What follows belongs to an exercise in optimizing a design on an open flow for a short achievable clock period and few clock cycles per item; a production flow would make more cautious choices.
Only simulation tests tie the RTL to the original design; equivalence was not proved.

==> flow/design.v <==
`timescale 1ns/1ps
module fp_arithmetic_sequence_generator (
    input wire clk,
    input wire rst_n,
    input wire activate,
    input wire [31:0] a1,
    input wire [31:0] d,
    input wire [31:0] n,
    input wire [31:0] saddr,
    output reg done,
    output reg [31:0] mem_addr,
    output reg [31:0] mem_wdata,
    output reg mem_write,
    input wire mem_ready
);
    reg        busy;      
    reg        pend;      
    reg        tv;        
    reg        pv;        
    reg        nrm;       
    reg [31:0] rem;       
    reg        sd;        
    reg [7:0]  ed;
    reg [23:0] md;
    reg [23:0] X, Y;      
    reg [47:0] W;         
    reg [7:0]  R;         
    reg [7:0]  dR;        
    reg        isB;       
    reg        isA;       
    reg        sX, sY;    
    reg        esub;      
    reg [23:0] rN;        
    reg [7:0]  eN;
    reg        sN;
    reg [31:0] H;         
    reg [31:0] T;         
    reg        tsync;     
    reg [31:0] A;         
    reg        wrn;       
    wire       wr = !wrn;
    wire        st = T[31];
    wire [7:0]  et = T[30:23];
    wire [23:0] mt = {1'b1, T[22:0]};
    wire [24:0] sum = {1'b0, X} + {1'b0, Y};
    wire [24:0] dxy = {1'b0, X} - {1'b0, Y};
    wire [23:0] dyx = Y - X;
    wire        bor = dxy[24];                        
    wire [23:0] rb  = bor ? dyx : dxy[23:0];          
    wire s24 = sum[24];
    wire d23 = dxy[23];
    wire d22 = dxy[22];
    wire kw  = esub & (isB | (!d23 & !d22));
    wire sgn = sX;
    wire dR0  = (dR == 8'd0);
    wire dR1  = (dR == 8'd1);
    wire wrap = esub ? (!d23 & (R == 8'h00)) : (s24 & (R == 8'hff));
    wire [7:0]  Rp1 = R + 8'd1;
    wire [7:0]  Rm1 = ~(~R + 8'd1);
    wire [7:0]  dRp = dR + 8'd1;
    wire [7:0]  dRm = ~(~dR + 8'd1);
    wire [47:0] W_p = isA ? {1'b0, W[47:1]} : {1'b0, md, 23'd0};
    wire [47:0] W_0 = isA ? W : {md, 24'd0};
    wire [47:0] W_m = isA ? {W[46:0], 1'b0} : {md, 24'd0};
    wire [22:0] fn  = esub ? (d23 ? dxy[22:0] : {dxy[21:0], 1'b0})
                           : (s24 ? sum[23:1] : sum[22:0]);
    wire [7:0]  en  = esub ? (d23 ? R : Rm1) : (s24 ? Rp1 : R);
    wire        nC  = esub & !d23 & dR0;              
    wire [23:0] Xn  = esub ? (d23 ? {1'b1, dxy[22:0]} : (dR0 ? md : {1'b1, dxy[21:0], 1'b0}))
                           : (s24 ? {1'b1, sum[23:1]} : {1'b1, sum[22:0]});
    wire [23:0] Yn  = esub ? (d23 ? W_0[47:24] : (dR0 ? {2'b01, dxy[21:0]} : W_m[47:24]))
                           : (s24 ? W_p[47:24] : W_0[47:24]);
    wire [47:0] Wn  = esub ? (d23 ? W_0 : W_m) : (s24 ? W_p : W_0);
    wire [7:0]  Rn  = esub ? (d23 ? R : (dR0 ? R : Rm1)) : (s24 ? Rp1 : R);
    wire [7:0]  dRn = esub ? (d23 ? dR : (dR0 ? 8'd0 : dRm)) : (s24 ? dRp : dR);
    wire        nA  = esub ? (d23 ? !dR0 : (!dR0 & !dR1)) : (s24 | !dR0);
    wire        nB  = esub ? (d23 ? dR0 : dR1) : (!s24 & dR0);
    wire [8:0]  pdiff = {1'b0, et} - {1'b0, ed};
    wire [8:0]  pndiff = {1'b0, ed} - {1'b0, et};
    wire        pC = pdiff[8];
    wire        pB = (pdiff == 9'd0);
    wire [7:0]  pnd = pndiff[7:0];                    
    wire [47:0] pW = ({md, 24'd0} >> pdiff[4:0]) & {48{pdiff[7:5] == 3'b000}};
    wire [23:0] pYC = (mt >> pnd[4:0]) & {24{pnd[7:5] == 3'b000}};
    reg [4:0] lz;
    integer i;
    always @* begin
        lz = 5'd0;
        for (i = 0; i < 24; i = i + 1)
            if (rN[i]) lz = 5'd23 - i[4:0];
    end
    wire [23:0] nsh = rN << lz;
    wire        nzero = (rN == 24'd0);
    wire [8:0]  eNlz  = {1'b0, eN} - {4'd0, lz};      
    wire outst    = wr | pend;
    wire pend_n   = outst & !mem_ready;
    wire rem_last = wr ? (rem == 32'd1) : (rem == 32'd0);
    wire tfree    = !tv | wr;
    wire fast     = !nrm & pv & tfree;
    wire fast_ok  = fast & !kw;
    wire tv_n     = nrm | fast_ok | (tv & !wr);
    wire wr_n     = busy ? (tv_n & !pend_n & !rem_last) : (activate & (n != 32'd0));
    always @(posedge clk or negedge rst_n) begin
        if (!rst_n) begin
            busy      <= 1'b0;
            pend      <= 1'b0;
            mem_write <= 1'b0;
            wrn       <= 1'b1;
            done      <= 1'b0;
            tv        <= 1'b0;
            pv        <= 1'b0;
            nrm       <= 1'b0;
            tsync     <= 1'b0;
        end else if (!busy) begin
            pend      <= 1'b0;
            mem_write <= wr_n;
            wrn       <= !wr_n;
            busy      <= activate & (n != 32'd0);
            done      <= activate & (n == 32'd0);
            tv        <= 1'b1;
            pv        <= 1'b0;
            nrm       <= 1'b0;
            tsync     <= 1'b1;
        end else begin
            pend      <= pend_n;
            mem_write <= wr_n;
            wrn       <= !wr_n;
            done      <= !pend_n & rem_last;
            busy      <= !(!pend_n & rem_last);
            tv        <= tv_n;
            nrm       <= fast & kw;
            pv        <= fast ? (!kw & !wrap) : (!nrm & tsync);
            tsync     <= !fast;
        end
    end
    wire        A_en = !busy | wr;
    wire [31:0] A_n  = !busy ? saddr : A + 32'd4;
    wire        T_en = !busy | nrm | fast;
    wire [31:0] T_nrm = nzero ? {sN, 31'd0} : {sN, eNlz[7:0], nsh[22:0]};
    wire [31:0] T_n  = !busy ? a1 : nrm ? T_nrm : {sgn, en, fn};
    always @(posedge clk) begin
        if (A_en) A <= A_n;
        if (T_en) H <= T_n;
        T <= !busy ? a1 : nrm ? T_nrm : H;
    end
    always @(posedge clk or negedge rst_n) begin
        if (!rst_n) begin
            mem_addr  <= 32'd0;
            mem_wdata <= 32'd0;
        end else begin
            if (A_en) mem_addr  <= A_n;
            if (T_en) mem_wdata <= T_n;
        end
    end
    always @(posedge clk) begin
        if (!busy)
            rem <= n;
        else if (wr)
            rem <= rem - 32'd1;
    end
    always @(posedge clk) begin
        sd <= d[31];
        ed <= d[30:23];
        md <= {1'b1, d[22:0]};
    end
    always @(posedge clk) begin
        rN <= isB ? rb : dxy[23:0];
        eN <= R;
        sN <= (isB & bor) ? sY : sX;
        if (fast) begin
            X    <= Xn;
            Y    <= Yn;
            W    <= Wn;
            R    <= Rn;
            dR   <= dRn;
            isB  <= nB;
            isA  <= nA;
            sX   <= nC ? sd : sgn;
            sY   <= nC ? sgn : sd;
            esub <= sgn ^ sd;
        end else begin
            X    <= pC ? md : mt;
            Y    <= pC ? pYC : pW[47:24];
            W    <= pW;
            R    <= pC ? ed : et;
            dR   <= pC ? 8'd0 : pdiff[7:0];
            isB  <= pB;
            isA  <= !pB & !pC;
            sX   <= pC ? sd : st;
            sY   <= pC ? st : sd;
            esub <= st ^ sd;
        end
    end
endmodule
clock: 12.0 ns
lec_check: 0
abc_clock_period_in_ps: 2000
cap_margin: 20
core_margin: 2
core_utilization: 40
gpl_routability_driven: 0
setup_slack_margin: 5
slew_margin: 20
standard.sh (not shown) runs the stock make flow with config.mk's settings and CLKGATE_MAP_FILE= SYNTH_SCRIPT=/design/flow/synth_recipe.tcl, a recipe that flattens the netlist after the stock synthesis.
==> flow/flow/run.sh <==
#!/bin/bash
# Standard ORFS layout, with timing repair aimed well below the clock period.
set -euo pipefail
bash standard.sh finish SETUP_SLACK_MARGIN=9 > standard_flow.log 2>&1
The starting point passed the timing, DRC and antenna checks.
Testbench counts at the start, summed over its fixed seeds: cycles 11,560, items 10,866.
Change:
==> flow/flow/run.sh (replaced) <==
#!/bin/bash
# Standard ORFS layout, with timing repair aimed well below the clock period.
set -euo pipefail
bash standard.sh finish SETUP_SLACK_MARGIN=8 > standard_flow.log 2>&1
Settings changed: GPL_ROUTABILITY_DRIVEN 0 to not set.
=> Cell area decreases by 19%; worst hold slack barely changes; cell count goes down by 7.7%; wire length went down by 13%; synthesized cell count does not change; via count came out lower by 12%; die area does not change.

## what the ideal ports hide
How much do the figures lean on ideal ports? The routed layouts below were timed once more, with nothing changed but the port constraints.
Step 1: set_driving_cell puts a clkbuf_16 on clk and a buf_2 on each other input, an assumption about the parent block.
Step 2 times the ports against the registers' clock, not the clock port: input delays grow and output delays shrink by t, the midpoint of the rising clock arrivals with the driver on.
Slacks: ideal ports / drivers / drivers and shift; pairs: ideal ports / drivers.
run	t, ns	slack for setup (ns)	worst hold slack (ns)	clock arrival spread, ns	worst data-port slew with drivers (ns)
the first run	0.662	8.397 / 8.352 / 8.094	0.421 / 0.421 / 0.421	0.034 / 0.034	0.09
the second run	0.665	8.005 / 7.942 / 7.663	0.420 / 0.420 / 0.420	0.031 / 0.032	0.08
After both steps setup and hold are still met in every run listed. The setup slack of the second run, which loses most, moves by -0.063 ns with the drivers and by -0.342 ns with both steps.
